Context: an optimization exercise on an open-source flow, tuned for small area, a short achievable clock period and few clock cycles. The choices shown serve that exercise and are no tape-out recipe. Function was checked by simulation only, so behaviour that the tests miss may differ from the original. Power figures rest on the tool's default switching activity, not on a simulated workload.

Design kappa3_light_core, start of the top module:
module kappa3_light_core(input         clock,
			 input 	       reset,
			 output [31:0] mem_addr,
			 output        mem_read,
			 output        mem_write,
			 output [31:0] mem_wrdata,
			 output [3:0]  mem_wrbits,
			 input [31:0]  mem_rddata);
export LEC_CHECK = 0
export CAP_MARGIN = 25
export CORE_MARGIN = 2
export CORE_UTILIZATION = 60
export CTS_BUF_LIST = sky130_fd_sc_hd__clkbuf_16
export CTS_CLUSTER_DIAMETER = 80
export CTS_CLUSTER_SIZE = 24
export PLACE_DENSITY = 0.7
export SLEW_MARGIN = 70
export SYNTH_HIERARCHICAL = 1
create_clock -name core_clock -period 10.0 [get_ports {clock}]
standard.sh (not shown) runs the stock make flow with config.mk's settings and CLKGATE_MAP_FILE= SYNTH_SCRIPT=/design/flow/synth_recipe.tcl, a recipe that flattens the netlist after the stock synthesis.
==> flow/flow/run.sh <==
#!/bin/bash
# Layout flow: the standard synthesis (standard.sh synth, unchanged), then
# the standard ORFS steps (standard.sh) with three changes:
#  - the port buffers are buf_4 cells instead of the cell buffer_ports picks
#    by default (a slow delay cell on this platform);
#  - timing repair aims for a larger setup margin, on the worst endpoints only;
#  - clock tree synthesis inserts no dummy loads (same buffers and clustering
#    as config.mk's CTS settings).
# make's output goes to flow_synth.log and flow_layout.log, each ORFS step's
# to orfs/logs/.
set -euo pipefail
cd "$(dirname "$0")/.."
bash standard.sh synth > flow_synth.log 2>&1
bash standard.sh "BUFFER_PORTS_ARGS=-buffer_cell sky130_fd_sc_hd__buf_4" \
     SETUP_SLACK_MARGIN=6.5 TNS_END_PERCENT=5 \
     "CTS_ARGS=-sink_clustering_enable -repair_clock_nets -buf_list sky130_fd_sc_hd__clkbuf_16 -sink_clustering_size 24 -sink_clustering_max_diameter 80 -dont_use_dummy_load" \
     finish > flow_layout.log 2>&1
Testbench counts at the start, summed over its fixed seeds: cycles 653,986.
Rerun with:
--- a/flow/config.mk
+++ b/flow/config.mk
@@ -14,3 +14,3 @@
 export PLACE_DENSITY = 0.7
-export SLEW_MARGIN = 70
+export SLEW_MARGIN = 25
 export SYNTH_HIERARCHICAL = 1
After rerunning: The new run went through all stages and came out clean. Cell area shrinks slightly. First-iteration DRC count grows by a few percent. Setup slack is worse by 0.013 ns. Sequential power hardly moves. Area after synthesis does not change. Sequential cell count stays the same. Clock skew grows by 0.0035 ns.
Rerun with:
--- a/flow/config.mk
+++ b/flow/config.mk
@@ -14,3 +14,3 @@
 export PLACE_DENSITY = 0.7
-export SLEW_MARGIN = 25
+export SLEW_MARGIN = 40
 export SYNTH_HIERARCHICAL = 1
Worst hold slack improved by 0.011 ns.
Design area is lower by 0.82%.
First-iteration DRC count is lower by about 5%.
Count of clock-buffer cells in the layout is higher by 1.
Power is about the same.
Final cell count is lower by about 0.47%.
Wire length is lower by 1.3%.
Via count is lower by 1.1%.
Rerun with:
--- a/flow/config.mk
+++ b/flow/config.mk
@@ -9,3 +9,3 @@
 export CORE_MARGIN = 2
-export CORE_UTILIZATION = 60
+export CORE_UTILIZATION = 55
 export CTS_BUF_LIST = sky130_fd_sc_hd__clkbuf_16
@@ -13,4 +13,4 @@
 export CTS_CLUSTER_SIZE = 24
-export PLACE_DENSITY = 0.7
-export SLEW_MARGIN = 40
+export PLACE_DENSITY = 0.66
+export SLEW_MARGIN = 25
 export SYNTH_HIERARCHICAL = 1
The new run finished with timing, DRC and antenna clean.
Via count went down by 1.2%.
Synthesized area stays the same.
Final cell count went up by 1.9%.
Combinational power went down by about 3%.
Design area hardly moves.
Maximum frequency went up by 0.93%.
Power is about the same.
Register-to-register slack improves by 0.05 ns.
Routed wire length went up by 2.3%.
Rerun with:
--- a/flow/config.mk
+++ b/flow/config.mk
@@ -9,3 +9,3 @@
 export CORE_MARGIN = 2
-export CORE_UTILIZATION = 55
+export CORE_UTILIZATION = 60
 export CTS_BUF_LIST = sky130_fd_sc_hd__clkbuf_16
@@ -13,4 +13,4 @@
 export CTS_CLUSTER_SIZE = 24
-export PLACE_DENSITY = 0.66
-export SLEW_MARGIN = 25
+export PLACE_DENSITY = 0.7
+export SLEW_MARGIN = 55
 export SYNTH_HIERARCHICAL = 1
- sequential power stays flat
- synthesized area is unchanged
- combinational power went up by about 6%
- critical path depth stays the same
- clock power fell by about 6%
- clock skew rose by 0.026 ns
- flip-flop and latch count stays the same

---

Setup of v7:
kappa3_light_core, a different RTL version from the one above (not shown whole).
For scale: about 5100 cells after synthesis, ~1200 flip-flops, ~100 I/O pins.
Settings: LEC_CHECK=0, CAP_MARGIN=25, CORE_MARGIN=2, CORE_UTILIZATION=63, CTS_BUF_LIST=sky130_fd_sc_hd__clkbuf_16, CTS_CLUSTER_DIAMETER=80, CTS_CLUSTER_SIZE=24, PLACE_DENSITY=0.72, SLEW_MARGIN=40, SYNTH_HIERARCHICAL=1; clock period 10.0 ns.
Scripts as last shown in full above: flow/flow/run.sh
Testbench counts of v7, summed over its fixed seeds: cycles 653,986.
#### Input delta (v51 over v7)
- a change of CAP_MARGIN from 25 to 35
- a change of PLACE_DENSITY from 0.72 to 0.7
- a change of CORE_UTILIZATION from 63 to 60
Notes after the runs:
The synthesis-to-layout area growth of v51 exceeds that of v7 by 0.26 points.
On worst max-slew margin expressed relative to the limit, v51 does better than v7.
On required time of the worst setup path, v51 tracks v7 almost exactly.
In terms of final design instance area without fill, v7 and v51 differ only marginally.
Clock network area share of v51 is on par with v7.
v51: clock period minus worst slack 0.081 ns below v7
#### Input delta (v48 over v51)
- CAP_MARGIN: 35 -> 25
diff --git a/flow/flow/run.sh b/flow/flow/run.sh
--- a/flow/flow/run.sh
+++ b/flow/flow/run.sh
@@ -15 +15 @@
-     SETUP_SLACK_MARGIN=6.5 TNS_END_PERCENT=5 \
+     SETUP_SLACK_MARGIN=6.5 TNS_END_PERCENT=3 \
==> summary.txt <==
- met2 global-route usage ended up 0.76 points lower on v48 than on v51.
- Setup clock skew after layout (v48 over v51): increase, 0.0049 ns
- v51 has a higher peak clock frequency supported by timing than v48.
- The count of clock buffers in the final design of v48 falls short of that of v51 by 1.
- v51 has a lower total of fill cells in the finished design than v48.
- [compare] base=v51 new=v48: met3 track utilization from global routing fell by 2.7 points, total detailed-routing wirelength moved down, standard cell area after detailed placement roughly the same.

---

kappa3_light_core, a different RTL version from the one above (not shown whole).
Size: ~63000 um2 of cells after synthesis.
Settings: LEC_CHECK=0, CAP_MARGIN=25, CORE_MARGIN=2, CORE_UTILIZATION=50, CTS_BUF_LIST=sky130_fd_sc_hd__clkbuf_16, CTS_CLUSTER_DIAMETER=80, CTS_CLUSTER_SIZE=24, SLEW_MARGIN=25, SYNTH_HIERARCHICAL=1; clock period 10.0 ns.
==> flow/flow/run.sh <==
#!/bin/bash
# Layout flow: the standard synthesis (standard.sh synth, unchanged), then
# the standard ORFS steps (standard.sh) with two changes:
#  - the port buffers are buf_4 cells instead of the cell buffer_ports picks
#    by default (a slow delay cell on this platform);
#  - timing repair aims for a larger setup margin, on the worst endpoints only.
# make's output goes to flow_synth.log and flow_layout.log, each ORFS step's
# to orfs/logs/.
set -euo pipefail
cd "$(dirname "$0")/.."
bash standard.sh synth > flow_synth.log 2>&1
bash standard.sh "BUFFER_PORTS_ARGS=-buffer_cell sky130_fd_sc_hd__buf_4" \
     SETUP_SLACK_MARGIN=6.0 TNS_END_PERCENT=5 finish > flow_layout.log 2>&1
Testbench counts at the start, summed over its fixed seeds: cycles 656,146.
Edit:
--- a/flow/flow/run.sh
+++ b/flow/flow/run.sh
@@ -13 +13 @@
-     SETUP_SLACK_MARGIN=6.0 TNS_END_PERCENT=5 finish > flow_layout.log 2>&1
+     SETUP_SLACK_MARGIN=6.5 TNS_END_PERCENT=5 finish > flow_layout.log 2>&1
--- a/flow/config.mk
+++ b/flow/config.mk
@@ -10 +10 @@
-export CORE_UTILIZATION = 50
+export CORE_UTILIZATION = 40
Result: The new run produced a clean layout. Worst setup slack gets better by 0.16 ns. Count of clock-buffer cells in the layout is higher by 7. Sequential share of layout area went down by 1.7 points. Via count goes up by a few percent. Hold slack hardly moves. Utilization falls by 9.8 points. Non-clock buffer count grows by 4. Global-route usage goes down by 6.7 points. Register-to-register slack got worse by 0.04 ns. Sequential power rose slightly. Synthesized area does not change.

---

kappa3_light_core, a different RTL version from the one above (not shown whole).
Size in the first run: about 1,200 flip-flops, about 100 I/O pins, roughly 62,000 um2 of cells after synthesis.
export LEC_CHECK = 0
export CAP_MARGIN = 25
export CORE_MARGIN = 2
export CORE_UTILIZATION = 60
export CTS_BUF_LIST = sky130_fd_sc_hd__clkbuf_16
export CTS_CLUSTER_DIAMETER = 80
export CTS_CLUSTER_SIZE = 24
export PLACE_DENSITY = 0.7
export SLEW_MARGIN = 40
export SYNTH_HIERARCHICAL = 1
create_clock -name core_clock -period 10.0 [get_ports {clock}]
==> flow/flow/run.sh <==
#!/bin/bash
# Layout flow: the standard synthesis (standard.sh synth, unchanged), then
# the standard ORFS steps (standard.sh) with three changes:
#  - the port buffers are buf_4 cells instead of the cell buffer_ports picks
#    by default (a slow delay cell on this platform);
#  - timing repair aims for a larger setup margin, on the worst endpoints only;
#  - clock tree synthesis inserts no dummy loads (same buffers and clustering
#    as config.mk's CTS settings).
# make's output goes to flow_synth.log and flow_layout.log, each ORFS step's
# to orfs/logs/.
set -euo pipefail
cd "$(dirname "$0")/.."
bash standard.sh synth > flow_synth.log 2>&1
bash standard.sh "BUFFER_PORTS_ARGS=-buffer_cell sky130_fd_sc_hd__buf_4" \
     SETUP_SLACK_MARGIN=6.5 TNS_END_PERCENT=5 \
     "CTS_ARGS=-sink_clustering_enable -repair_clock_nets -buf_list sky130_fd_sc_hd__clkbuf_16 -sink_clustering_size 24 -sink_clustering_max_diameter 80 -dont_use_dummy_load" \
     finish > flow_layout.log 2>&1
Testbench counts at the start, summed over its fixed seeds: cycles 653,986.
Edit:
--- a/flow/flow/run.sh
+++ b/flow/flow/run.sh
@@ -13,5 +13,5 @@
 bash standard.sh synth > flow_synth.log 2>&1
 bash standard.sh "BUFFER_PORTS_ARGS=-buffer_cell sky130_fd_sc_hd__buf_4" \
-     SETUP_SLACK_MARGIN=6.5 TNS_END_PERCENT=5 \
+     SETUP_SLACK_MARGIN=6.25 TNS_END_PERCENT=5 \
      "CTS_ARGS=-sink_clustering_enable -repair_clock_nets -buf_list sky130_fd_sc_hd__clkbuf_16 -sink_clustering_size 24 -sink_clustering_max_diameter 80 -dont_use_dummy_load" \
      finish > flow_layout.log 2>&1
- SLEW_MARGIN: 40 -> 25
Worst hold slack gains 0.014 ns.
Global-route usage climbs by 0.75 points.
Wire length drops by 0.48%.
Fmax drops by 4.2%.
Final area drops by 2.4%.

---

## build 70
kappa3_light_core with an RTL version that a note above also has.
For scale: ~5,100 cells after synthesis, roughly 1,200 flip-flops, about 100 I/O pins, about 62,000 um2 of cells after synthesis.
Settings: LEC_CHECK=0, CAP_MARGIN=25, CORE_MARGIN=2, CORE_UTILIZATION=60, CTS_BUF_LIST=sky130_fd_sc_hd__clkbuf_16, CTS_CLUSTER_DIAMETER=80, CTS_CLUSTER_SIZE=24, PLACE_DENSITY=0.7, SLEW_MARGIN=55, SYNTH_HIERARCHICAL=1; clock period 10.0 ns.
==> flow/flow/run.sh <==
#!/bin/bash
# Layout flow: the standard synthesis (standard.sh synth, unchanged), then
# the standard ORFS steps (standard.sh) with three changes:
#  - the port buffers are buf_4 cells instead of the cell buffer_ports picks
#    by default (a slow delay cell on this platform);
#  - timing repair aims for a larger setup margin, on the worst endpoints only;
#  - clock tree synthesis inserts no dummy loads (same buffers and clustering
#    as config.mk's CTS settings).
# make's output goes to flow_synth.log and flow_layout.log, each ORFS step's
# to orfs/logs/.
set -euo pipefail
cd "$(dirname "$0")/.."
bash standard.sh synth > flow_synth.log 2>&1
bash standard.sh "BUFFER_PORTS_ARGS=-buffer_cell sky130_fd_sc_hd__buf_4" \
     SETUP_SLACK_MARGIN=6.5 TNS_END_PERCENT=5 \
     "CTS_ARGS=-sink_clustering_enable -repair_clock_nets -buf_list sky130_fd_sc_hd__clkbuf_16 -sink_clustering_size 24 -sink_clustering_max_diameter 80 -dont_use_dummy_load" \
     finish > flow_layout.log 2>&1
Every stage of the flow completed for build 70, and the final layout passed the timing, DRC and antenna checks.
Testbench counts of build 70, summed over its fixed seeds: cycles 653,986.
Edits applied to the flow inputs when going from build 70 to trial 14:
# build 70
export LEC_CHECK = 0
export CAP_MARGIN = 25
export CORE_MARGIN = 2
export CORE_UTILIZATION = 60
export CTS_BUF_LIST = sky130_fd_sc_hd__clkbuf_16
export CTS_CLUSTER_DIAMETER = 80
export CTS_CLUSTER_SIZE = 24
export PLACE_DENSITY = 0.7
export SLEW_MARGIN = 55
export SYNTH_HIERARCHICAL = 1
create_clock -name core_clock -period 10.0 [get_ports {clock}]
# trial 14
export LEC_CHECK = 0
export CAP_MARGIN = 25
export CORE_MARGIN = 2
export CORE_UTILIZATION = 60
export CTS_BUF_LIST = sky130_fd_sc_hd__clkbuf_16
export CTS_CLUSTER_DIAMETER = 80
export CTS_CLUSTER_SIZE = 24
export PLACE_DENSITY = 0.7
export SLEW_MARGIN = 70
export SYNTH_HIERARCHICAL = 1
create_clock -name core_clock -period 10.0 [get_ports {clock}]
--- outcome ---
Trial 14 was carried through to the last stage, and its layout satisfied the timing, DRC and antenna checks. Trial 14 against build 70: antenna diode instance count went up, worst slack on hold paths closely matched the old numbers, longest individual stage delay on the worst path went up 0.06 ns, share of power burned in combinational logic saw an increase, area of all placed cells without fillers went up 3.2%. Comparing build 70 and trial 14, the lower minimum setup slack in the final design is on build 70. Density: trial 14 denser than build 70.

---

kappa3_light_core, a different RTL version from the one above (not shown whole).
For scale: roughly 5,300 cells after synthesis, about 1,200 flip-flops, ~100 I/O pins, roughly 62,000 um^2 of cells after synthesis.
Settings: LEC_CHECK=0, CAP_MARGIN=25, CORE_MARGIN=2, CORE_UTILIZATION=50, CTS_BUF_LIST=sky130_fd_sc_hd__clkbuf_16, CTS_CLUSTER_DIAMETER=80, CTS_CLUSTER_SIZE=24, SLEW_MARGIN=25, SYNTH_HIERARCHICAL=1; clock period 10.0 ns.
Scripts as last shown in full above: flow/flow/run.sh
The starting point passed the timing, DRC and antenna checks.
Testbench counts at the start, summed over its fixed seeds: cycles 653,986.
==> next run, changes <==
--- a/flow/flow/run.sh
+++ b/flow/flow/run.sh
@@ -14,3 +14,3 @@
 bash standard.sh "BUFFER_PORTS_ARGS=-buffer_cell sky130_fd_sc_hd__buf_4" \
-     SETUP_SLACK_MARGIN=6.5 TNS_END_PERCENT=5 \
+     SETUP_SLACK_MARGIN=6.25 TNS_END_PERCENT=5 \
      "CTS_ARGS=-sink_clustering_enable -repair_clock_nets -buf_list sky130_fd_sc_hd__clkbuf_16 -sink_clustering_size 24 -sink_clustering_max_diameter 80 -dont_use_dummy_load" \
CORE_UTILIZATION = 60   (was 50)
PLACE_DENSITY = 0.7   (was default)
=> The new run finished with timing, DRC and antenna clean. Via count rose by 0.47%. Global-route usage rose by 5.8 points. Hold slack is better by 17 ps. Die area fell by 16%. Setup slack is worse by 16 ps. Wire length fell by 6.7%. Design area fell by 4.4%.
==> next run, changes <==
--- a/flow/flow/run.sh
+++ b/flow/flow/run.sh
@@ -14,3 +14,3 @@
 bash standard.sh "BUFFER_PORTS_ARGS=-buffer_cell sky130_fd_sc_hd__buf_4" \
-     SETUP_SLACK_MARGIN=6.25 TNS_END_PERCENT=5 \
+     SETUP_SLACK_MARGIN=6.0 TNS_END_PERCENT=5 \
      "CTS_ARGS=-sink_clustering_enable -repair_clock_nets -buf_list sky130_fd_sc_hd__clkbuf_16 -sink_clustering_size 24 -sink_clustering_max_diameter 80 -dont_use_dummy_load" \
Non-clock buffer count is lower by 53.
Global-route usage increases by 0.21 points.
Worst hold slack is worse by 37 ps.
Combinational power is lower slightly.
==> next run, changes <==
--- a/flow/flow/run.sh
+++ b/flow/flow/run.sh
@@ -14,3 +14,3 @@
 bash standard.sh "BUFFER_PORTS_ARGS=-buffer_cell sky130_fd_sc_hd__buf_4" \
-     SETUP_SLACK_MARGIN=6.0 TNS_END_PERCENT=5 \
+     SETUP_SLACK_MARGIN=6.5 TNS_END_PERCENT=5 \
      "CTS_ARGS=-sink_clustering_enable -repair_clock_nets -buf_list sky130_fd_sc_hd__clkbuf_16 -sink_clustering_size 24 -sink_clustering_max_diameter 80 -dont_use_dummy_load" \
Result:
- global-route usage rises by 0.16 points
- total power goes up by 1.5%
- wire length went up by 2.0%
- hold slack gets better by 16 ps
- utilization grows by 3.0 points
- die area does not change
- area after synthesis stays the same

-- afterwards: timing with drivers on the ports --
Ports are ideal in the flow. The routed layouts listed here were re-timed in OpenROAD.
Step 1 sets driving cells, clkbuf_16 on the clock port and buf_2 on the other inputs (assumed; they add their load-dependent delay and slew).
Step 2, shift: input delay + t, output delay - t, t = (earliest + latest rising clock arrival at the registers) / 2. This alone moves slack from input paths to output paths.
Slacks: ideal ports / drivers / drivers and shift; pairs: ideal ports / drivers.
run	t (ns)	setup slack, ns	worst hold slack (ns)
the first run of note 1	0.774	6.090 / 6.026 / 5.251	0.484 / 0.484 / 0.484
the second run of note 1	0.774	6.077 / 5.976 / 5.201	0.461 / 0.461 / 0.461
the third run of note 1	0.758	6.041 / 5.998 / 5.241	0.472 / 0.472 / 0.472
the fourth run of note 1	0.706	6.078 / 6.068 / 5.362	0.440 / 0.440 / 0.440
the fifth run of note 1	0.779	6.157 / 6.142 / 5.362	0.450 / 0.450 / 0.450
v7	0.776	6.104 / 6.123 / 5.347	0.405 / 0.405 / 0.405
v51	0.780	6.185 / 6.219 / 5.439	0.426 / 0.426 / 0.426
v48	0.761	6.020 / 6.051 / 5.290	0.444 / 0.444 / 0.444
the first run of note 3	0.790	5.480 / 5.529 / 4.739	0.434 / 0.434 / 0.434
the second run of note 3	0.794	5.640 / 5.640 / 4.855	0.436 / 0.436 / 0.436
the first run of note 4	0.786	6.066 / 5.947 / 5.161	0.425 / 0.425 / 0.425
the second run of note 4	0.770	5.895 / 5.886 / 5.116	0.440 / 0.440 / 0.440
build 70	0.783	6.168 / 6.191 / 5.407	0.436 / 0.436 / 0.436
trial 14	0.793	6.175 / 6.203 / 5.410	0.437 / 0.437 / 0.437
the first run of note 6	0.727	5.954 / 5.845 / 5.118	0.444 / 0.444 / 0.444
the second run of note 6	0.776	5.939 / 5.902 / 5.126	0.461 / 0.461 / 0.461
the third run of note 6	0.766	5.673 / 5.718 / 4.952	0.424 / 0.424 / 0.424
the fourth run of note 6	0.776	6.023 / 5.876 / 5.100	0.441 / 0.441 / 0.441
After both steps setup and hold are still met in every run listed. For the fourth run of note 6, which loses most, drivers alone change the setup slack by -0.147 ns; drivers and shift together by -0.923 ns.
